From an optimization exercise on the open Yosys and OpenROAD flow, aimed at small area and a short achievable clock period; shortcuts taken in it are not production practice. For this run, only the layout was checked, not whether the RTL still works. Power is estimated from default activity; no workload was simulated.

File: config.mk
export PLATFORM = sky130hd
export DESIGN_NAME = RGB_to_Gray
export DESIGN_NICKNAME = RGB_to_Gray
export VERILOG_FILES = /design/flow/design.v
export SDC_FILE = /design/flow/constraint.sdc
export NUM_CORES = 8
export LEC_CHECK = 0
export CAP_MARGIN = 20
export CORE_MARGIN = 2
export CORE_UTILIZATION = 60
export CTS_BUF_LIST = sky130_fd_sc_hd__clkbuf_8
export PLACE_DENSITY = 0.75
export SLEW_MARGIN = 20
export SYNTH_HIERARCHICAL = 1
export SYNTH_MINIMUM_KEEP_SIZE = 0
File: constraint.sdc
create_clock -name core_clock -period 16.0 [get_ports {CLK}]
set_input_delay 3.2000 -clock core_clock [delete_from_list [all_inputs] [get_ports {CLK}]]
set_output_delay 3.2000 -clock core_clock [all_outputs]
set_load 0.01 [all_outputs]
File: design.v
module RGB_to_Gray(input CLK, input [7:0] R, input [7:0] G, input [7:0] B, input In_Valid, output reg [7:0] Gray, output reg Out_Valid);
    reg [7:0] r, g, b; reg v0;
    always @(posedge CLK) begin r <= R; g <= G; b <= B; v0 <= In_Valid; end
    wire w8 = ({r[7], r[6], r[5], r[4], r[3], r[2], r[1], r[0]} >= 8'd2);
    wire w9 = ({r[7], r[6], r[5], r[4], r[3], r[2], r[1], r[0]} >= 8'd4);
    wire w10 = ({r[7], r[6], r[5], r[4], r[3], r[2], r[1], r[0]} >= 8'd7);
    wire w11 = ({r[7], r[6], r[5], r[4], r[3], r[2], r[1], r[0]} >= 8'd14);
    wire w12 = ({r[7], r[6], r[5], r[4], r[3], r[2], r[1], r[0]} >= 8'd27);
    wire w13 = ({r[7], r[6], r[5], r[4], r[3], r[2], r[1], r[0]} >= 8'd54);
    wire w14 = ({r[7], r[6], r[5], r[4], r[3], r[2], r[1], r[0]} >= 8'd108);
    wire w15 = ({r[7], r[6], r[5], r[4], r[3], r[2], r[1], r[0]} >= 8'd215);
    wire w24 = ({g[7], g[6], g[5], g[4], g[3], g[2], g[1], g[0]} >= 8'd2);
    wire w25 = ({g[7], g[6], g[5], g[4], g[3], g[2], g[1], g[0]} >= 8'd4);
    wire w26 = ({g[7], g[6], g[5], g[4], g[3], g[2], g[1], g[0]} >= 8'd7);
    wire w27 = ({g[7], g[6], g[5], g[4], g[3], g[2], g[1], g[0]} >= 8'd14);
    wire w28 = ({g[7], g[6], g[5], g[4], g[3], g[2], g[1], g[0]} >= 8'd28);
    wire w29 = ({g[7], g[6], g[5], g[4], g[3], g[2], g[1], g[0]} >= 8'd55);
    wire w30 = ({g[7], g[6], g[5], g[4], g[3], g[2], g[1], g[0]} >= 8'd110);
    wire w31 = ({g[7], g[6], g[5], g[4], g[3], g[2], g[1], g[0]} >= 8'd219);
    wire w41 = ({b[7], b[6], b[5], b[4], b[3], b[2], b[1], b[0]} >= 8'd3);
    wire w42 = ({b[7], b[6], b[5], b[4], b[3], b[2], b[1], b[0]} >= 8'd5);
    wire w43 = ({b[7], b[6], b[5], b[4], b[3], b[2], b[1], b[0]} >= 8'd9);
    wire w44 = ({b[7], b[6], b[5], b[4], b[3], b[2], b[1], b[0]} >= 8'd18);
    wire w45 = ({b[7], b[6], b[5], b[4], b[3], b[2], b[1], b[0]} >= 8'd36);
    wire w46 = ({b[7], b[6], b[5], b[4], b[3], b[2], b[1], b[0]} >= 8'd71);
    wire w47 = ({b[7], b[6], b[5], b[4], b[3], b[2], b[1], b[0]} >= 8'd141);
    wire w48_0, w48_1; ha u48 (r[2], r[1], w48_0, w48_1);
    wire w49_0, w49_1; fa u49 (r[3], r[2], r[1], w49_0, w49_1);
    wire w50_0, w50_1; fa u50 (r[4], r[3], r[2], w50_0, w50_1);
    wire w51_0, w51_1; fa u51 (r[5], r[4], r[3], w51_0, w51_1);
    wire w52_0, w52_1; fa u52 (r[6], r[5], r[4], w52_0, w52_1);
    wire w53_0, w53_1; fa u53 (r[7], r[6], r[5], w53_0, w53_1);
    wire w54_0, w54_1; ha u54 (r[1], r[0], w54_0, w54_1);
    wire w55_0, w55_1; fa u55 (r[0], w48_0, w11, w55_0, w55_1);
    wire w56_0, w56_1; fa u56 (w48_1, w12, w49_0, w56_0, w56_1);
    wire w57_0, w57_1; fa u57 (w49_1, w13, w50_0, w57_0, w57_1);
    wire w58_0, w58_1; fa u58 (w50_1, w14, w51_0, w58_0, w58_1);
    wire w59_0, w59_1; fa u59 (w51_1, w15, w52_0, w59_0, w59_1);
    wire w60_0, w60_1; fa u60 (r[0], w52_1, w53_0, w60_0, w60_1);
    wire w61_0, w61_1; ha u61 (r[0], w9, w61_0, w61_1);
    wire w62_0, w62_1; fa u62 (w54_0, w10, w61_1, w62_0, w62_1);
    wire w63_0, w63_1; fa u63 (w54_1, w55_0, w62_1, w63_0, w63_1);
    wire w64_0, w64_1; fa u64 (w55_1, w56_0, w63_1, w64_0, w64_1);
    wire w65_0, w65_1; fa u65 (w56_1, w57_0, w64_1, w65_0, w65_1);
    wire w66_0, w66_1; fa u66 (w57_1, w58_0, w65_1, w66_0, w66_1);
    wire w67_0, w67_1; fa u67 (p58_1_1, p59_0_1, p66_1_1, w67_0, w67_1);
    wire w68_0, w68_1; fa u68 (p59_1_1, p60_0_1, w67_1, w68_0, w68_1);
    wire w69_0, w69_1; ha u69 (g[4], g[0], w69_0, w69_1);
    wire w70_0, w70_1; fa u70 (g[5], g[1], w31, w70_0, w70_1);
    wire w71_0, w71_1; fa u71 (g[6], g[2], g[0], w71_0, w71_1);
    wire w72_0, w72_1; ha u72 (g[0], w26, w72_0, w72_1);
    wire w73_0, w73_1; fa u73 (g[1], w27, w72_1, w73_0, w73_1);
    wire w74_0, w74_1; fa u74 (g[2], w28, w73_1, w74_0, w74_1);
    wire w75_0, w75_1; fa u75 (g[3], w29, w74_1, w75_0, w75_1);
    wire w76_0, w76_1; fa u76 (w69_0, w30, w75_1, w76_0, w76_1);
    wire w77_0, w77_1; fa u77 (p69_1_1, p70_0_1, p76_1_1, w77_0, w77_1);
    wire w78_0, w78_1; fa u78 (p70_1_1, p71_0_1, w77_1, w78_0, w78_1);
    wire w79 = ~w8;
    wire w80 = w61_0 & w79;
    wire w81 = ~w24;
    wire w82 = w25 & w81;
    wire w83 = ~w9;
    wire w84 = w62_0 & w83;
    wire w85 = ~w25;
    wire w86 = w72_0 & w85;
    wire w87 = ~w10;
    wire w88 = w63_0 & w87;
    wire w89 = ~w26;
    wire w90 = w73_0 & w89;
    wire w91 = ~w11;
    wire w92 = w64_0 & w91;
    wire w93 = ~w27;
    wire w94 = w74_0 & w93;
    wire w95 = ~w12;
    wire w96 = w65_0 & w95;
    wire w97 = ~w28;
    wire w98 = w75_0 & w97;
    wire w99 = ~w13;
    wire w100 = w66_0 & w99;
    wire w101 = ~w29;
    wire w102 = w76_0 & w101;
    wire w103 = ~p14_0_1;
    wire w104 = w67_0 & w103;
    wire w105 = ~w30;
    wire w106 = w77_0 & p105_0_1;
    wire w107 = ~p15_0_1;
    wire w108 = w68_0 & w107;
    wire w109 = ~p31_0_1;
    wire w110 = w78_0 & w109;
    wire w111_0, w111_1; ha u111 (r[7], r[6], w111_0, w111_1);
    wire w112_0, w112_1; fa u112 (r[7], r[2], r[0], w112_0, w112_1);
    wire w113_0, w113_1; fa u113 (g[7], g[3], g[1], w113_0, w113_1);
    wire w114_0, w114_1; fa u114 (r[3], r[1], r[0], w114_0, w114_1);
    wire w115_0, w115_1; fa u115 (r[4], r[2], r[1], w115_0, w115_1);
    wire w116_0, w116_1; fa u116 (r[5], r[3], r[2], w116_0, w116_1);
    wire w117_0, w117_1; ha u117 (r[0], g[6], w117_0, w117_1);
    wire w118_0, w118_1; fa u118 (r[6], r[4], r[3], w118_0, w118_1);
    wire w119_0, w119_1; fa u119 (r[1], g[7], g[5], w119_0, w119_1);
    wire w120_0, w120_1; fa u120 (r[7], r[5], r[4], w120_0, w120_1);
    wire w121_0, w121_1; ha u121 (r[2], g[6], w121_0, w121_1);
    wire w122_0, w122_1; fa u122 (r[6], r[5], r[3], w122_0, w122_1);
    wire w123_0, w123_1; ha u123 (g[7], g[6], w123_0, w123_1);
    wire w124_0, w124_1; fa u124 (r[7], r[6], r[4], w124_0, w124_1);
    wire w125_0, w125_1; ha u125 (r[0], g[7], w125_0, w125_1);
    wire w126_0, w126_1; ha u126 (r[7], r[5], w126_0, w126_1);
    wire w127_0, w127_1; ha u127 (r[5], r[2], w127_0, w127_1);
    wire w128_0, w128_1; fa u128 (r[6], r[3], r[2], w128_0, w128_1);
    wire w129_0, w129_1; fa u129 (r[7], r[4], r[3], w129_0, w129_1);
    wire w130_0, w130_1; fa u130 (r[5], r[4], r[1], w130_0, w130_1);
    wire w131_0, w131_1; fa u131 (r[6], r[5], r[2], w131_0, w131_1);
    wire w132_0, w132_1; ha u132 (r[7], r[6], w132_0, w132_1);
    wire w133_0, w133_1; fa u133 (r[1], w111_0, w53_1, w133_0, w133_1);
    wire w134_0, w134_1; fa u134 (g[0], w111_1, w71_1, w134_0, w134_1);
    wire w135_0, w135_1; ha u135 (w112_0, w113_0, w135_0, w135_1);
    wire w136_0, w136_1; fa u136 (g[4], g[2], g[1], w136_0, w136_1);
    wire w137_0, w137_1; fa u137 (w112_1, w113_1, w114_0, w137_0, w137_1);
    wire w138_0, w138_1; fa u138 (g[5], g[3], g[2], w138_0, w138_1);
    wire w139_0, w139_1; fa u139 (g[0], w114_1, w115_0, w139_0, w139_1);
    wire w140_0, w140_1; fa u140 (g[4], g[3], g[1], w140_0, w140_1);
    wire w141_0, w141_1; fa u141 (w117_0, w115_1, w116_0, w141_0, w141_1);
    wire w142_0, w142_1; fa u142 (g[4], g[2], w117_1, w142_0, w142_1);
    wire w143_0, w143_1; fa u143 (w116_1, w118_0, w119_0, w143_0, w143_1);
    wire w144_0, w144_1; fa u144 (g[5], g[3], w121_0, w144_0, w144_1);
    wire w145_0, w145_1; fa u145 (w118_1, w119_1, w120_0, w145_0, w145_1);
    wire w146_0, w146_1; fa u146 (g[4], g[0], w121_1, w146_0, w146_1);
    wire w147_0, w147_1; fa u147 (w123_0, w120_1, w122_0, w147_0, w147_1);
    wire w148_0, w148_1; fa u148 (g[5], g[1], w123_1, w148_0, w148_1);
    wire w149_0, w149_1; fa u149 (w125_0, w122_1, w124_0, w149_0, w149_1);
    wire w150_0, w150_1; fa u150 (r[1], g[6], g[2], w150_0, w150_1);
    wire w151_0, w151_1; fa u151 (w125_1, w126_0, w124_1, w151_0, w151_1);
    wire w152_0, w152_1; fa u152 (r[6], r[2], g[7], w152_0, w152_1);
    wire w153_0, w153_1; fa u153 (g[3], g[0], w126_1, w153_0, w153_1);
    wire w154_0, w154_1; fa u154 (r[7], r[3], r[0], w154_0, w154_1);
    wire w155_0, w155_1; fa u155 (g[4], g[1], g[0], w155_0, w155_1);
    wire w156_0, w156_1; fa u156 (r[4], r[1], r[0], w156_0, w156_1);
    wire w157_0, w157_1; fa u157 (g[5], g[2], g[1], w157_0, w157_1);
    wire w158_0, w158_1; fa u158 (r[1], g[6], g[3], w158_0, w158_1);
    wire w159_0, w159_1; fa u159 (g[2], g[0], w127_0, w159_0, w159_1);
    wire w160_0, w160_1; fa u160 (g[7], g[4], g[3], w160_0, w160_1);
    wire w161_0, w161_1; fa u161 (g[1], w127_1, w128_0, w161_0, w161_1);
    wire w162_0, w162_1; fa u162 (r[0], g[5], g[4], w162_0, w162_1);
    wire w163_0, w163_1; fa u163 (g[2], w128_1, w129_0, w163_0, w163_1);
    wire w164_0, w164_1; fa u164 (g[6], g[5], g[3], w164_0, w164_1);
    wire w165_0, w165_1; fa u165 (g[0], w129_1, w130_0, w165_0, w165_1);
    wire w166_0, w166_1; fa u166 (g[7], g[6], g[4], w166_0, w166_1);
    wire w167_0, w167_1; fa u167 (g[1], w130_1, w131_0, w167_0, w167_1);
    wire w168_0, w168_1; fa u168 (r[3], g[7], g[5], w168_0, w168_1);
    wire w169_0, w169_1; fa u169 (g[2], w132_0, w131_1, w169_0, w169_1);
    wire w170_0, w170_1; fa u170 (r[7], r[4], g[6], w170_0, w170_1);
    wire w171_0, w171_1; ha u171 (g[3], w132_1, w171_0, w171_1);
    wire w172_0, w172_1; ha u172 (r[5], g[7], w172_0, w172_1);
    wire w173_0, w173_1; ha u173 (w133_0, w60_1, w173_0, w173_1);
    wire w174_0, w174_1; fa u174 (w133_1, w135_0, w134_0, w174_0, w174_1);
    wire w175_0, w175_1; fa u175 (w136_0, w135_1, w134_1, w175_0, w175_1);
    wire w176_0, w176_1; fa u176 (w136_1, w138_0, w137_1, w176_0, w176_1);
    wire w177_0, w177_1; fa u177 (w138_1, w140_0, w139_1, w177_0, w177_1);
    wire w178_0, w178_1; fa u178 (w140_1, w142_0, w141_1, w178_0, w178_1);
    wire w179_0, w179_1; fa u179 (w142_1, w144_0, w143_1, w179_0, w179_1);
    wire w180_0, w180_1; fa u180 (w144_1, w146_0, w145_1, w180_0, w180_1);
    wire w181_0, w181_1; fa u181 (w146_1, w148_0, w147_1, w181_0, w181_1);
    wire w182_0, w182_1; fa u182 (w150_0, w148_1, w149_1, w182_0, w182_1);
    wire w183_0, w183_1; fa u183 (w150_1, w152_0, w153_0, w183_0, w183_1);
    wire w184_0, w184_1; fa u184 (w152_1, w154_0, w155_0, w184_0, w184_1);
    wire w185_0, w185_1; fa u185 (w154_1, w155_1, w156_0, w185_0, w185_1);
    wire w186_0, w186_1; fa u186 (w156_1, w157_1, w158_0, w186_0, w186_1);
    wire w187_0, w187_1; fa u187 (w158_1, w160_0, w159_1, w187_0, w187_1);
    wire w188_0, w188_1; fa u188 (w160_1, w162_0, w161_1, w188_0, w188_1);
    wire w189_0, w189_1; fa u189 (w162_1, w164_0, w163_1, w189_0, w189_1);
    wire w190_0, w190_1; fa u190 (w164_1, w166_0, w165_1, w190_0, w190_1);
    wire w191_0, w191_1; fa u191 (w166_1, w168_0, w167_1, w191_0, w191_1);
    wire w192_0, w192_1; fa u192 (w168_1, w170_0, w171_0, w192_0, w192_1);
    wire w193_0, w193_1; fa u193 (g[4], w172_0, w170_1, w193_0, w193_1);
    wire w194_0, w194_1; ha u194 (r[6], g[5], w194_0, w194_1);
    wire w195_0, w195_1; ha u195 (p173_0_1, w110, w195_0, w195_1);
    wire w196_0, w196_1; fa u196 (p173_1_1, p174_0_1, w78_1, w196_0, w196_1);
    wire w197_0, w197_1; fa u197 (w137_0, w174_1, w175_0, w197_0, w197_1);
    wire w198_0, w198_1; fa u198 (w139_0, w175_1, w176_0, w198_0, w198_1);
    wire w199_0, w199_1; fa u199 (w141_0, w176_1, w177_0, w199_0, w199_1);
    wire w200_0, w200_1; fa u200 (w143_0, w177_1, w178_0, w200_0, w200_1);
    wire w201_0, w201_1; fa u201 (w145_0, w178_1, w179_0, w201_0, w201_1);
    wire w202_0, w202_1; fa u202 (w147_0, w179_1, w180_0, w202_0, w202_1);
    wire w203_0, w203_1; fa u203 (w149_0, w180_1, w181_0, w203_0, w203_1);
    wire w204_0, w204_1; fa u204 (w151_0, w181_1, w182_0, w204_0, w204_1);
    wire w205_0, w205_1; fa u205 (w151_1, w183_0, w182_1, w205_0, w205_1);
    wire w206_0, w206_1; fa u206 (w153_1, w184_0, w183_1, w206_0, w206_1);
    wire w207_0, w207_1; fa u207 (w157_0, w184_1, w185_0, w207_0, w207_1);
    wire w208_0, w208_1; fa u208 (w159_0, w185_1, w186_0, w208_0, w208_1);
    wire w209_0, w209_1; fa u209 (w186_1, w161_0, w187_0, w209_0, w209_1);
    wire w210_0, w210_1; fa u210 (w163_0, w187_1, w188_0, w210_0, w210_1);
    wire w211_0, w211_1; fa u211 (w165_0, w188_1, w189_0, w211_0, w211_1);
    wire w212_0, w212_1; fa u212 (w167_0, w189_1, w190_0, w212_0, w212_1);
    wire w213_0, w213_1; fa u213 (w169_0, w190_1, w191_0, w213_0, w213_1);
    wire w214_0, w214_1; fa u214 (w169_1, w192_0, w191_1, w214_0, w214_1);
    wire w215_0, w215_1; fa u215 (w171_1, w193_0, w192_1, w215_0, w215_1);
    wire w216_0, w216_1; fa u216 (w172_1, w194_0, w193_1, w216_0, w216_1);
    wire w217_0, w217_1; fa u217 (r[7], g[6], w194_1, w217_0, w217_1);
    wire w219 = w205_1 & w206_0;
    wire w220 = w206_1 | w207_0;
    wire w221 = w206_1 & w207_0;
    wire w222 = w207_1 | w208_0;
    wire w223 = w207_1 & w208_0;
    wire w224 = w208_1 | w209_0;
    wire w225 = w208_1 & w209_0;
    wire w226 = w209_1 | w210_0;
    wire w227 = w209_1 & w210_0;
    wire w228 = w210_1 | w211_0;
    wire w229 = w210_1 & w211_0;
    wire w230 = w211_1 | w212_0;
    wire w231 = w211_1 & w212_0;
    wire w232 = w212_1 | w213_0;
    wire w233 = w212_1 & w213_0;
    wire w234 = p213_1_1 | p214_0_1;
    wire w235 = p213_1_1 & p214_0_1;
    wire w236 = p214_1_1 | p215_0_1;
    wire w237 = p214_1_1 & p215_0_1;
    wire w238 = p215_1_1 | p216_0_1;
    wire w239 = p215_1_1 & p216_0_1;
    wire w240 = p216_1_1 | p217_0_1;
    wire w241 = p216_1_1 & p217_0_1;
    wire w242 = p217_1_1 | p23_0_1;
    wire w243 = p217_1_1 & p23_0_1;
    wire w244 = w221 | (w220 & w219);
    wire w246 = w225 | (w224 & w223);
    wire w247 = w224 & w222;
    wire w248 = w229 | (w228 & w227);
    wire w249 = w228 & w226;
    wire w250 = w233 | (w232 & w231);
    wire w251 = w232 & w230;
    wire w252 = w237 | (w236 & w235);
    wire w253 = w236 & w234;
    wire w254 = w241 | (w240 & w239);
    wire w255 = w240 & w238;
    wire w258 = w246 | (w247 & w244);
    wire w260 = w231 | (w230 & w248);
    wire w261 = w230 & w249;
    wire w262 = w250 | (w251 & w248);
    wire w263 = w251 & w249;
    wire w264 = w239 | (w238 & w252);
    wire w265 = w238 & w253;
    wire w266 = w254 | (w255 & w252);
    wire w267 = w255 & w253;
    wire w268 = w227 | (w226 & w258);
    wire w270 = w248 | (w249 & w258);
    wire w272 = w260 | (w261 & w258);
    wire w274 = w262 | (w263 & w258);
    wire w276 = w243 | (w242 & w266);
    wire w277 = w242 & w267;
    wire w278 = w235 | (w234 & p274_0_1);
    wire w280 = w252 | (w253 & p274_0_1);
    wire w282 = w264 | (w265 & p274_0_1);
    wire w284 = w266 | (w267 & p274_0_1);
    wire w286 = w276 | (w277 & p274_0_1);
    wire w288 = |{w210_1, w211_1, w212_1, w213_1, w214_1, w215_1, w216_1, w217_1, w211_0, w212_0, w213_0, w214_0, w215_0, w216_0, w217_0, g[7], w268};
    wire w289 = |{w211_1, w212_1, w213_1, w214_1, w215_1, w216_1, w217_1, w212_0, w213_0, w214_0, w215_0, w216_0, w217_0, g[7], w270};
    wire w290 = |{p212_1_1, p213_1_1, p214_1_1, p215_1_1, p216_1_1, p217_1_1, p213_0_1, p214_0_1, p215_0_1, p216_0_1, p217_0_1, p23_0_1, p272_0_1};
    wire w291 = |{p213_1_1, p214_1_1, p215_1_1, p216_1_1, p217_1_1, p214_0_1, p215_0_1, p216_0_1, p217_0_1, p23_0_1, p274_0_1};
    wire w292 = |{p214_1_1, p215_1_1, p216_1_1, p217_1_1, p215_0_1, p216_0_1, p217_0_1, p23_0_1, w278};
    wire w293 = |{p215_1_1, p216_1_1, p217_1_1, p216_0_1, p217_0_1, p23_0_1, w280};
    wire w294 = |{p216_1_1, p217_1_1, p217_0_1, p23_0_1, w282};
    wire w295 = |{p217_1_1, p23_0_1, w284};
    wire w296 = |{w286};
    wire w297 = ~b[0];
    wire w298 = ~b[1];
    wire w299 = ~b[2];
    wire w300 = ~b[3];
    wire w301 = ~b[4];
    wire w302 = ~b[5];
    wire w303 = ~b[6];
    wire w304 = ~b[7];
    wire w305_0, w305_1; fa u305 (b[6], b[4], b[2], w305_0, w305_1);
    wire w306_0, w306_1; ha u306 (b[7], b[5], w306_0, w306_1);
    wire w307_0, w307_1; ha u307 (b[6], b[4], w307_0, w307_1);
    wire w308_0, w308_1; ha u308 (b[7], b[5], w308_0, w308_1);
    wire w309_0, w309_1; ha u309 (b[4], b[2], w309_0, w309_1);
    wire w310_0, w310_1; fa u310 (b[5], b[3], b[1], w310_0, w310_1);
    wire w311_0, w311_1; fa u311 (w297, w47, w305_0, w311_0, w311_1);
    wire w312_0, w312_1; fa u312 (b[3], w298, w306_0, w312_0, w312_1);
    wire w313_0, w313_1; fa u313 (b[0], w299, w306_1, w313_0, w313_1);
    wire w314_0, w314_1; fa u314 (b[1], w300, w307_1, w314_0, w314_1);
    wire w315_0, w315_1; fa u315 (b[6], b[2], w301, w315_0, w315_1);
    wire w316_0, w316_1; ha u316 (b[2], b[0], w316_0, w316_1);
    wire w317_0, w317_1; fa u317 (b[3], b[1], w44, w317_0, w317_1);
    wire w318_0, w318_1; fa u318 (b[0], w309_0, w45, w318_0, w318_1);
    wire w319_0, w319_1; fa u319 (w309_1, w46, w310_0, w319_0, w319_1);
    wire w320; xn u320 (w310_1, w311_0, w320);
    wire w321 = w310_1 | w311_0;
    wire w322_0, w322_1; fa u322 (w305_1, w312_0, w311_1, w322_0, w322_1);
    wire w323_0, w323_1; fa u323 (w307_0, w312_1, w313_0, w323_0, w323_1);
    wire w324_0, w324_1; fa u324 (w308_0, w313_1, w314_0, w324_0, w324_1);
    wire w325_0, w325_1; fa u325 (w308_1, w315_0, w314_1, w325_0, w325_1);
    wire w326_0, w326_1; ha u326 (b[0], w41, w326_0, w326_1);
    wire w327_0, w327_1; fa u327 (b[1], w42, w326_1, w327_0, w327_1);
    wire w328_0, w328_1; fa u328 (w316_0, w43, w327_1, w328_0, w328_1);
    wire w329_0, w329_1; fa u329 (w316_1, w317_0, w328_1, w329_0, w329_1);
    wire w330_0, w330_1; fa u330 (w317_1, w318_0, w329_1, w330_0, w330_1);
    wire w331_0, w331_1; fa u331 (w318_1, w319_0, w330_1, w331_0, w331_1);
    wire w332_0, w332_1; fa u332 (w319_1, w320, w331_1, w332_0, w332_1);
    wire w333_0, w333_1; fa u333 (p321_0_1, p322_0_1, p332_1_1, w333_0, w333_1);
    wire w334_0, w334_1; fa u334 (p322_1_1, p323_0_1, w333_1, w334_0, w334_1);
    wire w335_0, w335_1; fa u335 (p323_1_1, p324_0_1, w334_1, w335_0, w335_1);
    wire w336_0, w336_1; fa u336 (p324_1_1, p325_0_1, w335_1, w336_0, w336_1);
    wire w337 = ~w42;
    wire w338 = w328_0 & w337;
    wire w339 = p338_0_1 & p288_0_1;
    wire w340 = ~w339;
    wire w341 = ~w43;
    wire w342 = w329_0 & w341;
    wire w343 = p342_0_1 & p289_0_1;
    wire w344 = ~w343;
    wire w345 = ~w44;
    wire w346 = w330_0 & w345;
    wire w347 = p346_0_1 & w290;
    wire w348 = ~w347;
    wire w349 = ~w45;
    wire w350 = w331_0 & w349;
    wire w351 = p350_0_1 & w291;
    wire w352 = ~w351;
    wire w353 = ~w46;
    wire w354 = p332_0_1 & p353_0_1;
    wire w355 = w354 & w292;
    wire w356 = ~w355;
    wire w357 = ~p47_0_1;
    wire w358 = w333_0 & w357;
    wire w359 = w358 & w293;
    wire w360 = ~w359;
    wire w361 = w334_0 & w294;
    wire w362 = ~w361;
    wire w363 = w335_0 & w295;
    wire w364 = ~w363;
    wire w365 = w336_0 & w296;
    wire w366 = ~w365;
    wire w367_0, w367_1; fa u367 (b[7], b[3], w302, w367_0, w367_1);
    wire w368_0, w368_1; ha u368 (w297, w315_1, w368_0, w368_1);
    wire w369_0, w369_1; ha u369 (b[4], w303, w369_0, w369_1);
    wire w370_0, w370_1; ha u370 (b[7], b[5], w370_0, w370_1);
    wire w371_0, w371_1; ha u371 (b[6], b[1], w371_0, w371_1);
    wire w372_0, w372_1; ha u372 (b[7], b[2], w372_0, w372_1);
    wire w373_0, w373_1; fa u373 (w367_0, w368_0, w325_1, w373_0, w373_1);
    wire w374_0, w374_1; fa u374 (w298, w369_0, w367_1, w374_0, w374_1);
    wire w375_0, w375_1; ha u375 (w368_1, w197_0, w375_0, w375_1);
    wire w376_0, w376_1; fa u376 (b[5], w304, w299, w376_0, w376_1);
    wire w377_0, w377_1; fa u377 (w369_1, w197_1, w198_0, w377_0, w377_1);
    wire w378_0, w378_1; fa u378 (b[6], w300, w198_1, w378_0, w378_1);
    wire w379 = ~w199_0;
    wire w380_0, w380_1; fa u380 (b[7], w301, w297, w380_0, w380_1);
    wire w381_0, w381_1; ha u381 (w199_1, w200_0, w381_0, w381_1);
    wire w382_0, w382_1; fa u382 (w302, w298, w200_1, w382_0, w382_1);
    wire w383_0, w383_1; fa u383 (b[0], w303, w299, w383_0, w383_1);
    wire w384_0, w384_1; fa u384 (b[1], w304, w300, w384_0, w384_1);
    wire w385_0, w385_1; fa u385 (b[2], b[0], w301, w385_0, w385_1);
    wire w386_0, w386_1; ha u386 (w203_1, w204_0, w386_0, w386_1);
    wire w387_0, w387_1; fa u387 (b[3], b[1], w302, w387_0, w387_1);
    wire w388; xn u388 (w204_1, w205_0, w388);
    wire w389 = w204_1 | w205_0;
    wire w390_0, w390_1; fa u390 (b[4], b[2], w303, w390_0, w390_1);
    wire w391_0, w391_1; fa u391 (w297, w206_0, w205_1, w391_0, w391_1);
    wire w392_0, w392_1; fa u392 (b[5], b[3], w304, w392_0, w392_1);
    wire w393_0, w393_1; fa u393 (w298, w207_0, w206_1, w393_0, w393_1);
    wire w394_0, w394_1; fa u394 (b[6], b[4], w299, w394_0, w394_1);
    wire w395; xn u395 (w207_1, w208_0, w395);
    wire w396 = w207_1 | w208_0;
    wire w397_0, w397_1; fa u397 (b[0], w300, w370_0, w397_0, w397_1);
    wire w398; xn u398 (w208_1, w209_0, w398);
    wire w399 = w208_1 | w209_0;
    wire w400_0, w400_1; fa u400 (w301, w370_1, w371_0, w400_0, w400_1);
    wire w401; xn u401 (w209_1, w210_0, w401);
    wire w402 = w209_1 | w210_0;
    wire w403_0, w403_1; fa u403 (w302, w371_1, w372_0, w403_0, w403_1);
    wire w404; xn u404 (w210_1, w211_0, w404);
    wire w405 = w210_1 | w211_0;
    wire w406_0, w406_1; fa u406 (b[3], w303, w372_1, w406_0, w406_1);
    wire w407; xn u407 (w211_1, w212_0, w407);
    wire w408 = w211_1 | w212_0;
    wire w409_0, w409_1; fa u409 (b[4], w304, w212_1, w409_0, w409_1);
    wire w410 = ~w213_0;
    wire w411_0, w411_1; ha u411 (p37_0_1, p213_1_1, w411_0, w411_1);
    wire w412_0, w412_1; ha u412 (p38_0_1, p215_0_1, w412_0, w412_1);
    wire w413_0, w413_1; ha u413 (p39_0_1, p216_0_1, w413_0, w413_1);
    wire w414_0, w414_1; ha u414 (p80_0_1, p338_0_1, w414_0, w414_1);
    wire w415_0, w415_1; fa u415 (w82, w84, w342, w415_0, w415_1);
    wire w416_0, w416_1; fa u416 (w86, w88, w346, w416_0, w416_1);
    wire w417_0, w417_1; fa u417 (p90_0_1, p92_0_1, p350_0_1, w417_0, w417_1);
    wire w418_0, w418_1; fa u418 (p94_0_1, p96_0_1, w354, w418_0, w418_1);
    wire w419_0, w419_1; fa u419 (p98_0_1, p100_0_1, w358, w419_0, w419_1);
    wire w420_0, w420_1; fa u420 (p102_0_1, w104, w334_0, w420_0, w420_1);
    wire w421_0, w421_1; fa u421 (w106, w108, w335_0, w421_0, w421_1);
    wire w422_0, w422_1; fa u422 (w68_1, w195_0, w336_0, w422_0, w422_1);
    wire w423_0, w423_1; fa u423 (p373_0_1, w196_0, w195_1, w423_0, w423_1);
    wire w424_0, w424_1; fa u424 (w374_0, w373_1, w375_0, w424_0, w424_1);
    wire w425_0, w425_1; fa u425 (w376_0, w374_1, w375_1, w425_0, w425_1);
    wire w426_0, w426_1; fa u426 (w376_1, w379, w377_1, w426_0, w426_1);
    wire w427_0, w427_1; fa u427 (w380_0, w199_0, w378_1, w427_0, w427_1);
    wire w428_0, w428_1; fa u428 (w380_1, w201_0, w381_1, w428_0, w428_1);
    wire w429_0, w429_1; fa u429 (w383_0, w201_1, w202_0, w429_0, w429_1);
    wire w430_0, w430_1; fa u430 (w383_1, w384_0, w202_1, w430_0, w430_1);
    wire w431_0, w431_1; fa u431 (w384_1, w385_0, w386_0, w431_0, w431_1);
    wire w432_0, w432_1; fa u432 (w385_1, w387_0, w388, w432_0, w432_1);
    wire w433_0, w433_1; fa u433 (w387_1, w390_0, w389, w433_0, w433_1);
    wire w434_0, w434_1; fa u434 (w390_1, w392_0, w393_0, w434_0, w434_1);
    wire w435_0, w435_1; fa u435 (w392_1, w394_0, w395, w435_0, w435_1);
    wire w436_0, w436_1; fa u436 (w394_1, w397_0, w396, w436_0, w436_1);
    wire w437_0, w437_1; fa u437 (w397_1, w400_0, w399, w437_0, w437_1);
    wire w438_0, w438_1; fa u438 (w400_1, w403_0, w402, w438_0, w438_1);
    wire w439_0, w439_1; fa u439 (w403_1, w406_0, w405, w439_0, w439_1);
    wire w440_0, w440_1; fa u440 (w406_1, w410, w408, w440_0, w440_1);
    wire w441_0, w441_1; fa u441 (p214_0_1, p213_0_1, w411_0, w441_0, w441_1);
    wire w442_0, w442_1; fa u442 (p214_1_1, w412_0, w411_1, w442_0, w442_1);
    wire w443_0, w443_1; fa u443 (p215_1_1, w413_0, w412_1, w443_0, w443_1);
    wire w444_0, w444_1; fa u444 (p217_0_1, p216_1_1, w413_1, w444_0, w444_1);
    wire w445_0, w445_1; ha u445 (p23_0_1, p217_1_1, w445_0, w445_1);
    wire w446_0, w446_1; ha u446 (w414_0, w340, w446_0, w446_1);
    wire w447_0, w447_1; fa u447 (w414_1, p415_0_1, w344, w447_0, w447_1);
    wire w448_0, w448_1; fa u448 (p415_1_1, p416_0_1, w348, w448_0, w448_1);
    wire w449_0, w449_1; fa u449 (p416_1_1, w352, w417_0, w449_0, w449_1);
    wire w450_0, w450_1; fa u450 (w417_1, w356, w418_0, w450_0, w450_1);
    wire w451_0, w451_1; fa u451 (w418_1, w360, w419_0, w451_0, w451_1);
    wire w452_0, w452_1; fa u452 (w419_1, w362, w420_0, w452_0, w452_1);
    wire w453_0, w453_1; fa u453 (w420_1, w364, w421_0, w453_0, w453_1);
    wire w454_0, w454_1; fa u454 (w421_1, w366, w422_0, w454_0, w454_1);
    wire w455_0, w455_1; fa u455 (w423_0, w336_1, w422_1, w455_0, w455_1);
    wire w456_0, w456_1; fa u456 (p424_0_1, w196_1, w423_1, w456_0, w456_1);
    wire w457_0, w457_1; fa u457 (w377_0, w424_1, w425_0, w457_0, w457_1);
    wire w458_0, w458_1; fa u458 (p378_0_1, p425_1_1, p426_0_1, w458_0, w458_1);
    wire w459_0, w459_1; fa u459 (p381_0_1, p426_1_1, p427_0_1, w459_0, w459_1);
    wire w460_0, w460_1; fa u460 (p382_0_1, p427_1_1, p428_0_1, w460_0, w460_1);
    wire w461_0, w461_1; fa u461 (w382_1, w429_0, w428_1, w461_0, w461_1);
    wire w462_0, w462_1; fa u462 (w203_0, w429_1, w430_0, w462_0, w462_1);
    wire w463; xn u463 (w430_1, w431_0, w463);
    wire w464 = w430_1 | w431_0;
    wire w465_0, w465_1; fa u465 (w386_1, w432_0, w431_1, w465_0, w465_1);
    wire w466_0, w466_1; fa u466 (w391_0, w432_1, w433_0, w466_0, w466_1);
    wire w467_0, w467_1; fa u467 (w391_1, w433_1, w434_0, w467_0, w467_1);
    wire w468_0, w468_1; fa u468 (w393_1, w435_0, w434_1, w468_0, w468_1);
    wire w469_0, w469_1; fa u469 (w398, w435_1, w436_0, w469_0, w469_1);
    wire w470_0, w470_1; fa u470 (w436_1, w401, w437_0, w470_0, w470_1);
    wire w471_0, w471_1; fa u471 (w404, w437_1, w438_0, w471_0, w471_1);
    wire w472_0, w472_1; fa u472 (w407, w438_1, w439_0, w472_0, w472_1);
    wire w473_0, w473_1; fa u473 (w409_0, w439_1, w440_0, w473_0, w473_1);
    wire w474_0, w474_1; fa u474 (p409_1_1, p440_1_1, w441_0, w474_0, w474_1);
    wire w475; xn u475 (w441_1, w442_0, w475);
    wire w476 = w441_1 | w442_0;
    wire w477; xn u477 (w443_0, w442_1, w477);
    wire w478 = w443_0 | w442_1;
    wire w479; xn u479 (w444_0, w443_1, w479);
    wire w480 = w444_0 | w443_1;
    wire w481; xn u481 (w445_0, w444_1, w481);
    wire w482 = w445_0 | w444_1;
    wire w483 = ~w445_1;
    wire w484 = w446_1 | w447_0;
    wire w485 = w446_1 & w447_0;
    wire w486 = w447_1 | w448_0;
    wire w487 = w447_1 & w448_0;
    wire w488 = w448_1 | w449_0;
    wire w489 = w448_1 & w449_0;
    wire w490 = w449_1 | w450_0;
    wire w491 = w449_1 & w450_0;
    wire w492 = w450_1 | w451_0;
    wire w493 = w450_1 & w451_0;
    wire w494 = w451_1 | w452_0;
    wire w495 = w451_1 & w452_0;
    wire w496 = w452_1 | w453_0;
    wire w497 = w452_1 & w453_0;
    wire w498 = w453_1 | w454_0;
    wire w499 = w453_1 & w454_0;
    wire w500 = w454_1 | w455_0;
    wire w501 = w454_1 & w455_0;
    wire w502 = w455_1 | w456_0;
    wire w503 = w455_1 & w456_0;
    wire w504 = w456_1 | p457_0_1;
    wire w505 = w456_1 & p457_0_1;
    wire w506 = p457_1_1 | w458_0;
    wire w507 = p457_1_1 & w458_0;
    wire w508 = w458_1 | w459_0;
    wire w509 = w458_1 & w459_0;
    wire w510 = w459_1 | w460_0;
    wire w511 = w459_1 & w460_0;
    wire w512 = w460_1 | p461_0_1;
    wire w513 = w460_1 & p461_0_1;
    wire w514 = p461_1_1 | p462_0_1;
    wire w515 = p461_1_1 & p462_0_1;
    wire w516 = w462_1 | w463;
    wire w517 = w462_1 & w463;
    wire w518 = p464_0_1 | p465_0_1;
    wire w519 = p464_0_1 & p465_0_1;
    wire w520 = p465_1_1 | p466_0_1;
    wire w521 = p465_1_1 & p466_0_1;
    wire w522 = p466_1_1 | p467_0_1;
    wire w523 = p466_1_1 & p467_0_1;
    wire w524 = p467_1_1 | p468_0_1;
    wire w525 = p467_1_1 & p468_0_1;
    wire w526 = p468_1_1 | p469_0_1;
    wire w527 = p468_1_1 & p469_0_1;
    wire w528 = p469_1_1 | p470_0_1;
    wire w529 = p469_1_1 & p470_0_1;
    wire w530 = p470_1_1 | p471_0_1;
    wire w531 = p470_1_1 & p471_0_1;
    wire w532_0, w532_1; ha u532 (p471_1_1, p472_0_1, w532_0, w532_1);
    wire w533_0, w533_1; ha u533 (p472_1_1, p473_0_1, w533_0, w533_1);
    wire w534_0, w534_1; ha u534 (p473_1_1, w474_0, w534_0, w534_1);
    wire w535_0, w535_1; ha u535 (w474_1, w475, w535_0, w535_1);
    wire w536_0, w536_1; ha u536 (w476, w477, w536_0, w536_1);
    wire w537_0, w537_1; ha u537 (w478, w479, w537_0, w537_1);
    wire w538_0, w538_1; ha u538 (w480, w481, w538_0, w538_1);
    wire w539_0, w539_1; ha u539 (w482, w483, w539_0, w539_1);
    wire w540 = w531 | (w530 & w529);
    wire w541 = w530 & w528;
    wire w542 = w527 | (w526 & w525);
    wire w543 = w526 & w524;
    wire w544 = w540 | (w541 & w542);
    wire w545 = w541 & w543;
    wire w546 = w523 | (w522 & w521);
    wire w547 = w522 & w520;
    wire w548 = w546 | (w547 & w519);
    wire w549 = w547 & w518;
    wire w550 = w544 | (w545 & w548);
    wire w551 = w545 & w549;
    wire w552 = p517_0_1 | (p516_0_1 & w515);
    wire w553 = p516_0_1 & w514;
    wire w554 = w552 | (w553 & w513);
    wire w555 = w553 & w512;
    wire w556 = w511 | (w510 & w509);
    wire w557 = w510 & w508;
    wire w558 = w556 | (w557 & w507);
    wire w559 = w557 & w506;
    wire w560 = w554 | (w555 & w558);
    wire w561 = w555 & w559;
    wire w562 = w550 | (w551 & w560);
    wire w563 = w551 & w561;
    wire w564 = w505 | (w504 & w503);
    wire w565 = w504 & w502;
    wire w566 = w564 | (w565 & w501);
    wire w567 = w565 & w500;
    wire w568 = w499 | (w498 & w497);
    wire w569 = w498 & w496;
    wire w570 = w568 | (w569 & w495);
    wire w571 = w569 & w494;
    wire w572 = w566 | (w567 & w570);
    wire w573 = w567 & w571;
    wire w574 = w493 | (w492 & w491);
    wire w575 = w492 & w490;
    wire w576 = w574 | (w575 & w489);
    wire w577 = w575 & w488;
    wire w578 = w487 | (w486 & w485);
    wire w579 = w486 & w484;
    wire w580 = w578 | (w579 & w446_0);
    wire w581 = w576 | (w577 & w580);
    wire w583 = w572 | (w573 & w581);
    wire w585 = p562_0_1 | (p563_0_1 & p583_0_1);
    wire w587 = w533_1 | (w533_0 & w532_1);
    wire w588 = p533_0_1 & p532_0_1;
    wire w589 = w535_1 | (w535_0 & w534_1);
    wire w590 = p535_0_1 & p534_0_1;
    wire w591 = p537_1_1 | (p537_0_1 & p536_1_1);
    wire w592 = p537_0_1 & p536_0_1;
    wire w595 = p534_1_1 | (p534_0_1 & p587_0_1);
    wire w596 = p534_0_1 & w588;
    wire w597 = p589_0_1 | (w590 & p587_0_1);
    wire w598 = w590 & w588;
    wire w599 = p538_1_1 | (p538_0_1 & w591);
    wire w600 = p538_0_1 & w592;
    wire w603 = p536_1_1 | (p536_0_1 & w597);
    wire w604 = p536_0_1 & w598;
    wire w605 = w591 | (w592 & w597);
    wire w606 = w592 & w598;
    wire w607 = w599 | (w600 & w597);
    wire w608 = w600 & w598;
    wire w611 = p532_1_1 | (p532_0_1 & w585);
    wire w612 = p587_0_1 | (w588 & w585);
    wire w613 = w595 | (w596 & w585);
    wire w614 = w597 | (w598 & w585);
    wire w615 = w603 | (w604 & w585);
    wire w616 = w605 | (w606 & w585);
    wire w617 = w607 | (w608 & w585);
    wire w619; xr u619 (p532_0_1, w585, w619);
    wire w620; xr u620 (p533_0_1, w611, w620);
    wire w621; xr u621 (p534_0_1, w612, w621);
    wire w622; xr u622 (p535_0_1, w613, w622);
    wire w623; xr u623 (p536_0_1, w614, w623);
    wire w624; xr u624 (p537_0_1, w615, w624);
    wire w625; xr u625 (p538_0_1, w616, w625);
    wire w626; xr u626 (p539_0_1, w617, w626);
    reg p23_0_1;
    reg p37_0_1;
    reg p38_0_1;
    reg p39_0_1;
    reg p14_0_1;
    reg p15_0_1;
    reg p58_1_1;
    reg p59_0_1;
    reg p66_1_1;
    reg p59_1_1;
    reg p60_0_1;
    reg p31_0_1;
    reg p69_1_1;
    reg p70_0_1;
    reg p76_1_1;
    reg p70_1_1;
    reg p71_0_1;
    reg p105_0_1;
    reg p173_0_1;
    reg p173_1_1;
    reg p174_0_1;
    reg p212_1_1;
    reg p213_0_1;
    reg p213_1_1;
    reg p214_0_1;
    reg p214_1_1;
    reg p215_0_1;
    reg p215_1_1;
    reg p216_0_1;
    reg p216_1_1;
    reg p217_0_1;
    reg p217_1_1;
    reg p274_0_1;
    reg p272_0_1;
    reg p47_0_1;
    reg p321_0_1;
    reg p322_0_1;
    reg p332_1_1;
    reg p322_1_1;
    reg p323_0_1;
    reg p323_1_1;
    reg p324_0_1;
    reg p324_1_1;
    reg p325_0_1;
    reg p338_0_1;
    reg p288_0_1;
    reg p342_0_1;
    reg p289_0_1;
    reg p346_0_1;
    reg p350_0_1;
    reg p332_0_1;
    reg p353_0_1;
    reg p80_0_1;
    reg p90_0_1;
    reg p92_0_1;
    reg p94_0_1;
    reg p96_0_1;
    reg p98_0_1;
    reg p100_0_1;
    reg p102_0_1;
    reg p373_0_1;
    reg p415_0_1;
    reg p415_1_1;
    reg p416_0_1;
    reg p416_1_1;
    reg p424_0_1;
    reg p378_0_1;
    reg p425_1_1;
    reg p426_0_1;
    reg p381_0_1;
    reg p426_1_1;
    reg p427_0_1;
    reg p382_0_1;
    reg p427_1_1;
    reg p428_0_1;
    reg p409_1_1;
    reg p440_1_1;
    reg p457_0_1;
    reg p457_1_1;
    reg p461_0_1;
    reg p461_1_1;
    reg p462_0_1;
    reg p464_0_1;
    reg p465_0_1;
    reg p465_1_1;
    reg p466_0_1;
    reg p466_1_1;
    reg p467_0_1;
    reg p467_1_1;
    reg p468_0_1;
    reg p468_1_1;
    reg p469_0_1;
    reg p469_1_1;
    reg p470_0_1;
    reg p470_1_1;
    reg p471_0_1;
    reg p471_1_1;
    reg p472_0_1;
    reg p472_1_1;
    reg p473_0_1;
    reg p473_1_1;
    reg p517_0_1;
    reg p516_0_1;
    reg p562_0_1;
    reg p563_0_1;
    reg p583_0_1;
    reg p533_0_1;
    reg p532_1_1;
    reg p532_0_1;
    reg p535_0_1;
    reg p534_1_1;
    reg p534_0_1;
    reg p537_1_1;
    reg p537_0_1;
    reg p536_1_1;
    reg p536_0_1;
    reg p587_0_1;
    reg p589_0_1;
    reg p538_1_1;
    reg p538_0_1;
    reg p539_0_1;
    always @(posedge CLK) begin
        p23_0_1 <= g[7];
        p37_0_1 <= b[5];
        p38_0_1 <= b[6];
        p39_0_1 <= b[7];
        p14_0_1 <= w14;
        p15_0_1 <= w15;
        p58_1_1 <= w58_1;
        p59_0_1 <= w59_0;
        p66_1_1 <= w66_1;
        p59_1_1 <= w59_1;
        p60_0_1 <= w60_0;
        p31_0_1 <= w31;
        p69_1_1 <= w69_1;
        p70_0_1 <= w70_0;
        p76_1_1 <= w76_1;
        p70_1_1 <= w70_1;
        p71_0_1 <= w71_0;
        p105_0_1 <= w105;
        p173_0_1 <= w173_0;
        p173_1_1 <= w173_1;
        p174_0_1 <= w174_0;
        p212_1_1 <= w212_1;
        p213_0_1 <= w213_0;
        p213_1_1 <= w213_1;
        p214_0_1 <= w214_0;
        p214_1_1 <= w214_1;
        p215_0_1 <= w215_0;
        p215_1_1 <= w215_1;
        p216_0_1 <= w216_0;
        p216_1_1 <= w216_1;
        p217_0_1 <= w217_0;
        p217_1_1 <= w217_1;
        p274_0_1 <= w274;
        p272_0_1 <= w272;
        p47_0_1 <= w47;
        p321_0_1 <= w321;
        p322_0_1 <= w322_0;
        p332_1_1 <= w332_1;
        p322_1_1 <= w322_1;
        p323_0_1 <= w323_0;
        p323_1_1 <= w323_1;
        p324_0_1 <= w324_0;
        p324_1_1 <= w324_1;
        p325_0_1 <= w325_0;
        p338_0_1 <= w338;
        p288_0_1 <= w288;
        p342_0_1 <= w342;
        p289_0_1 <= w289;
        p346_0_1 <= w346;
        p350_0_1 <= w350;
        p332_0_1 <= w332_0;
        p353_0_1 <= w353;
        p80_0_1 <= w80;
        p90_0_1 <= w90;
        p92_0_1 <= w92;
        p94_0_1 <= w94;
        p96_0_1 <= w96;
        p98_0_1 <= w98;
        p100_0_1 <= w100;
        p102_0_1 <= w102;
        p373_0_1 <= w373_0;
        p415_0_1 <= w415_0;
        p415_1_1 <= w415_1;
        p416_0_1 <= w416_0;
        p416_1_1 <= w416_1;
        p424_0_1 <= w424_0;
        p378_0_1 <= w378_0;
        p425_1_1 <= w425_1;
        p426_0_1 <= w426_0;
        p381_0_1 <= w381_0;
        p426_1_1 <= w426_1;
        p427_0_1 <= w427_0;
        p382_0_1 <= w382_0;
        p427_1_1 <= w427_1;
        p428_0_1 <= w428_0;
        p409_1_1 <= w409_1;
        p440_1_1 <= w440_1;
        p457_0_1 <= w457_0;
        p457_1_1 <= w457_1;
        p461_0_1 <= w461_0;
        p461_1_1 <= w461_1;
        p462_0_1 <= w462_0;
        p464_0_1 <= w464;
        p465_0_1 <= w465_0;
        p465_1_1 <= w465_1;
        p466_0_1 <= w466_0;
        p466_1_1 <= w466_1;
        p467_0_1 <= w467_0;
        p467_1_1 <= w467_1;
        p468_0_1 <= w468_0;
        p468_1_1 <= w468_1;
        p469_0_1 <= w469_0;
        p469_1_1 <= w469_1;
        p470_0_1 <= w470_0;
        p470_1_1 <= w470_1;
        p471_0_1 <= w471_0;
        p471_1_1 <= w471_1;
        p472_0_1 <= w472_0;
        p472_1_1 <= w472_1;
        p473_0_1 <= w473_0;
        p473_1_1 <= w473_1;
        p517_0_1 <= w517;
        p516_0_1 <= w516;
        p562_0_1 <= w562;
        p563_0_1 <= w563;
        p583_0_1 <= w583;
        p533_0_1 <= w533_0;
        p532_1_1 <= w532_1;
        p532_0_1 <= w532_0;
        p535_0_1 <= w535_0;
        p534_1_1 <= w534_1;
        p534_0_1 <= w534_0;
        p537_1_1 <= w537_1;
        p537_0_1 <= w537_0;
        p536_1_1 <= w536_1;
        p536_0_1 <= w536_0;
        p587_0_1 <= w587;
        p589_0_1 <= w589;
        p538_1_1 <= w538_1;
        p538_0_1 <= w538_0;
        p539_0_1 <= w539_0;
    end
    reg v1; always @(posedge CLK) v1 <= v0;
    reg v2; always @(posedge CLK) v2 <= v1;
    always @(posedge CLK) begin Gray <= {w626, w625, w624, w623, w622, w621, w620, w619}; Out_Valid <= v2; end
endmodule
module fa(input a, input b, input c, output s, output co);
    assign s = a ^ b ^ c;
    assign co = (a & b) | (a & c) | (b & c);
endmodule
module ha(input a, input b, output s, output co);
    assign s = a ^ b;
    assign co = a & b;
endmodule
module xr(input a, input b, output y);
    assign y = a ^ b;
endmodule
module xn(input a, input b, output y);
    assign y = ~(a ^ b);
endmodule
module ao(input g1, input p1, input g0, output y);
    assign y = g1 | (p1 & g0);
endmodule
module an2(input a, input b, output y);
    assign y = a & b;
endmodule
module or2(input a, input b, output y);
    assign y = a | b;
endmodule
File: flow/run.sh
#!/bin/bash
set -euo pipefail
export SETUP_SLACK_MARGIN=11.95
export CTS_ARGS="-sink_clustering_enable -repair_clock_nets -dont_use_dummy_load -buf_list sky130_fd_sc_hd__clkbuf_8"
export BUFFER_PORTS_ARGS="-buffer_cell sky130_fd_sc_hd__buf_2"
bash standard.sh synth > synth.log 2>&1
bash standard.sh > layout.log 2>&1
File: standard.sh
#!/bin/bash
# synth_recipe.tcl (not shown) runs the flow's synth.tcl, then flattens the netlist and writes it again
# the make line also repeats each setting of config.mk as NAME=value (left out here)
make -C /OpenROAD-flow-scripts/flow DESIGN_CONFIG=/design/flow/config.mk WORK_HOME=/design/flow/orfs CLKGATE_MAP_FILE= SYNTH_SCRIPT=/design/flow/synth_recipe.tcl "${@:-finish}"
==> summary.txt <==
* Setup Viol. Count Final at 0
* Final hold viol count at 0
* Synthesized flop and latch total at ~160
* First-pass GRT wire length at roughly 31 mm
* Worst EP required at 12.80 ns
* Synth Net Count at between 900 and 1000
* Antenna Nets Post-Route at 0
* Initial antenna violation count at 1
* Detailed placement HPWL at roughly 15 mm
* Multi-input logic area at around 0.0064 sq mm
* CP Capture Type: primary output
* Syn Area/Cell at ~14 sq um
* Worst-Skew Late Latency at 0.46 ns
* Post-route cell area at around 0.010 sq mm
* Mapped cell area at 0.00963 sq mm
* Area after DPL at 0.0101 sq mm
* IO Port Bufs at 34
* Worst min path class: flip-flop to flip-flop
* Sequential power share at 34.0%
* Clk slew on worst S/H paths at roughly 0.080 ns
* Period utilisation layout at roughly a quarter
* Most frequent cell after synthesis: fa_1
* Die ar. at between 0.015 and 0.02 sq mm
* Slowest cell on the critical path: dfxtp_2
* CP top delay family: flip-flops
* Crit start category: flip-flop
* Overall routed net length at approximately 19 mm
* Cell count after synthesis at approximately 670
* Least-Margin Pin Slew at about 0.83 ns
* Arr. time, crit path at between 0.8 and 0.9 ns
* Post-synth ARST share at 0%
* Final Skew at roughly 0.034 ns
* Sw Share at roughly two fifths
* Final worst slack at 11.92 ns
* DR vias/cell at about 5.7
* Fin crit period at 4.08 ns
* Setup TNS at 0 ns
* Worst relative slew slack at 44.7%
* Largest net degree at the start of global routing at 18
* Starting density of the core at 61.0%
* Outcome: no timing/DRC/antenna violations
* Routability-driven placement congestion ratio at roughly 0.9
* Area contributors post-synth: fa_1, dfxtp_1, ha_1
* Clock sinks at 157
* # IOs at 35
* Core Util, Final at between 60 and 70%
* Num CTS Buffers at 17
* Slew Viols, Final at 0
* Crit path max fanout at 1
* Ys Warns at 7
* CTS tree: built
* Core Region at 0.0158 sq mm
* Share of power burned in combinational logic at between 50 and 60%
* RSZ-0062 raised after global routing: true
* Post-synthesis sequential area ratio at about a third
* Critical path cell sequence: buf_6
* Leakage power total at 4.20 nW
* Share of cells above drive strength 1 at ~15%
* Synth unique cells at 46
* Worst Path Buf+Inv at 1
* H-tree Lvls at 4
* Layout area overhead at 8.29%
* Clk Tree Root Cell: clkbuf_8
* Core Rows at 46
* Layout Nets at approximately 1000
* Internal power at between 1 and 1.5 mW
* Residual DRC at 0
* Pre-antenna DRT Iters at 5
* CP max stage delay at between 0.3 and 0.4 ns
* Number of global-route vias before repair at 5942
* Pwr Total at 1.83 mW
* Grt total ovfl at 0
* Layout fillers at between 1000 and 1500
* Drt initial violations at approximately 330
* Synth area leader: fa_1
* Max IR drop VDD at around 120 uV
* Worst slack, placed at around 12 ns
* Antenna Cells at 0
* Pwr dens at ~180 mW/mm^2
* Number of synthesized flops with an enable pin at 0
* Synth cell count leaders: fa_1, dfxtp_1, ha_1
* Crit Path Category: flip-flop to primary output
* Chip width at between 100 and 150 microns
* Net Switching at 716 uW
* Die Height at approximately 130 microns
* Global Route Usage Sum at approximately a quarter
* Clock buffer depth at 2
* Routed length per instance at 20.5 microns
* DR vias at 5381
* Clock Power Share at 11.7%
* FF+latch area at between 0.003 and 0.004 sq mm
* Primary FF master, synth: dfxtp_1
* FMAX at ~0.24 GHz
* Synth top area share at 46.0%
* Max-cap violations at 0
## area by class of cell
| cell class | count | area share (%) |
|---|---|---|
| Sequential cell | 157 | 30.5 |
| Inverter | 17 | 0.648 |
| Tap cell | 216 | 2.59 |
| Multi-Input combinational cell | 494 | 61.9 |
| Timing Repair Buffer | 36 | 2.14 |
| Clock buffer | 17 | 2.24 |
## per-module statistics from Yosys (local to each module, per instance)
module       flops+latches  area [sq um]  cells inside  times used
xr                       0          8.76             1           8
ha                       0          12.5             1          47
RGB_to_Gray            157          4440           380           1
fa                       0          20.0             1         221
xn                       0          8.76             1          12
## metrics by stage
step	hold slack, ns	cells
after detailed placement	0.312	919
after CTS	0.325	936
after global routing	0.337	937
after global placement	0.312	919
final	0.324	937
after floorplan	0.310	668
## layer usage
metal / share of wire, % / vias to the layer above / global-route usage [%]
met5: 0.063 / - / 0
met4: 2.0 / 2 / 8.26
met3: 5.5 / 28 / 6.68
met2: 51 / 172 / 41.2
met1: 41 / 2826 / 33.8
li1: - / 2353 / -
## worst paths after layout
kind	end	slack (ns)	from	depth (start not counted)
worst max-delay path	Gray[3]	11.92	Gray[3]$_DFF_P_	1
worst min-delay path	v2$_DFF_P_	0.32	v1$_DFF_P_	0
worst max register to register	p583_0_1$_DFF_P_	12.06	p321_0_1$_DFF_P_	11
worst min register to register	v2$_DFF_P_	0.32	v1$_DFF_P_	0
## registers in the layout (all words and copies together), names as in the netlist, 8 cells and up
register / cells
b: 8
r: 8
g: 8
Gray: 8
## cell usage in the layout, fill, tap and decap left out, drive strengths merged, types with 3 or more instances in the layout
cell	instances
o22ai	6
and3	13
and2	5
dfxtp	157
nand3	4
ha	47
nand2	29
nor2	19
nor4	5
a21o	8
nor3	8
inv	16
or3	3
o21ai	16
o31ai	6
or2	14
fa	221
clkbuf	17
nor2b	4
xnor2	12
buf	36
xor2	8
a31oi	13
a31o	4
a21oi	16
maj3	8
## power groups by stage
stage / sequential [mW] / clock [mW] / combinational [mW]
detailed placement: 0.627 / 0 / 0.961
global route: 0.637 / 0.235 / 1.12
CTS: 0.619 / 0.220 / 0.975
floorplan: 0.607 / 0 / 0.695
global placement: 0.623 / 0 / 0.903
finish: 0.621 / 0.213 / 0.992
## repair_timing
action | CTS | global route
hold buffers | 0 | 0
buffers inserted | 0 | 1
pin swaps | 0 | 2
resized for setup | 11 | 30
setup endpoints to repair | 33 | 23
endpoints found under the hold margin | 0 | 0
## cell families after synthesis
kind of cell	Yosys count	synth area share (%)
adders and majority gates	276	53.0
other	1	0.0390
and+or+nand+nor	110	5.77
DFF	157	32.7
buffers and inverters	17	0.663
AOI/OAI and AO/OA	87	6.10
xor gates and xnor gates	20	1.82

[port drivers added, routing unchanged]
In the flow no input, the clock included, has a driving cell. The finished layout below was timed again as built, in two steps. Step 1 assumes that a clkbuf_16 drives the clock port and a buf_2 every other input. Step 2 also shifts input and output timing later by t, the mid clock arrival at the registers, as if the neighbouring blocks saw the same clock. Three values: ideal ports, drivers, drivers and shift; two values: the first two.
t (ns): 0.481
slack for setup (ns): 11.918 / 11.882 / 12.059
slew at the worst register clock pin (ns): 0.10 / 0.10
cell pins on the clock port's net: 1
After both steps this run still meets setup and hold. The setup slack of this run moves by -0.036 ns with the drivers and by +0.141 ns with both steps.
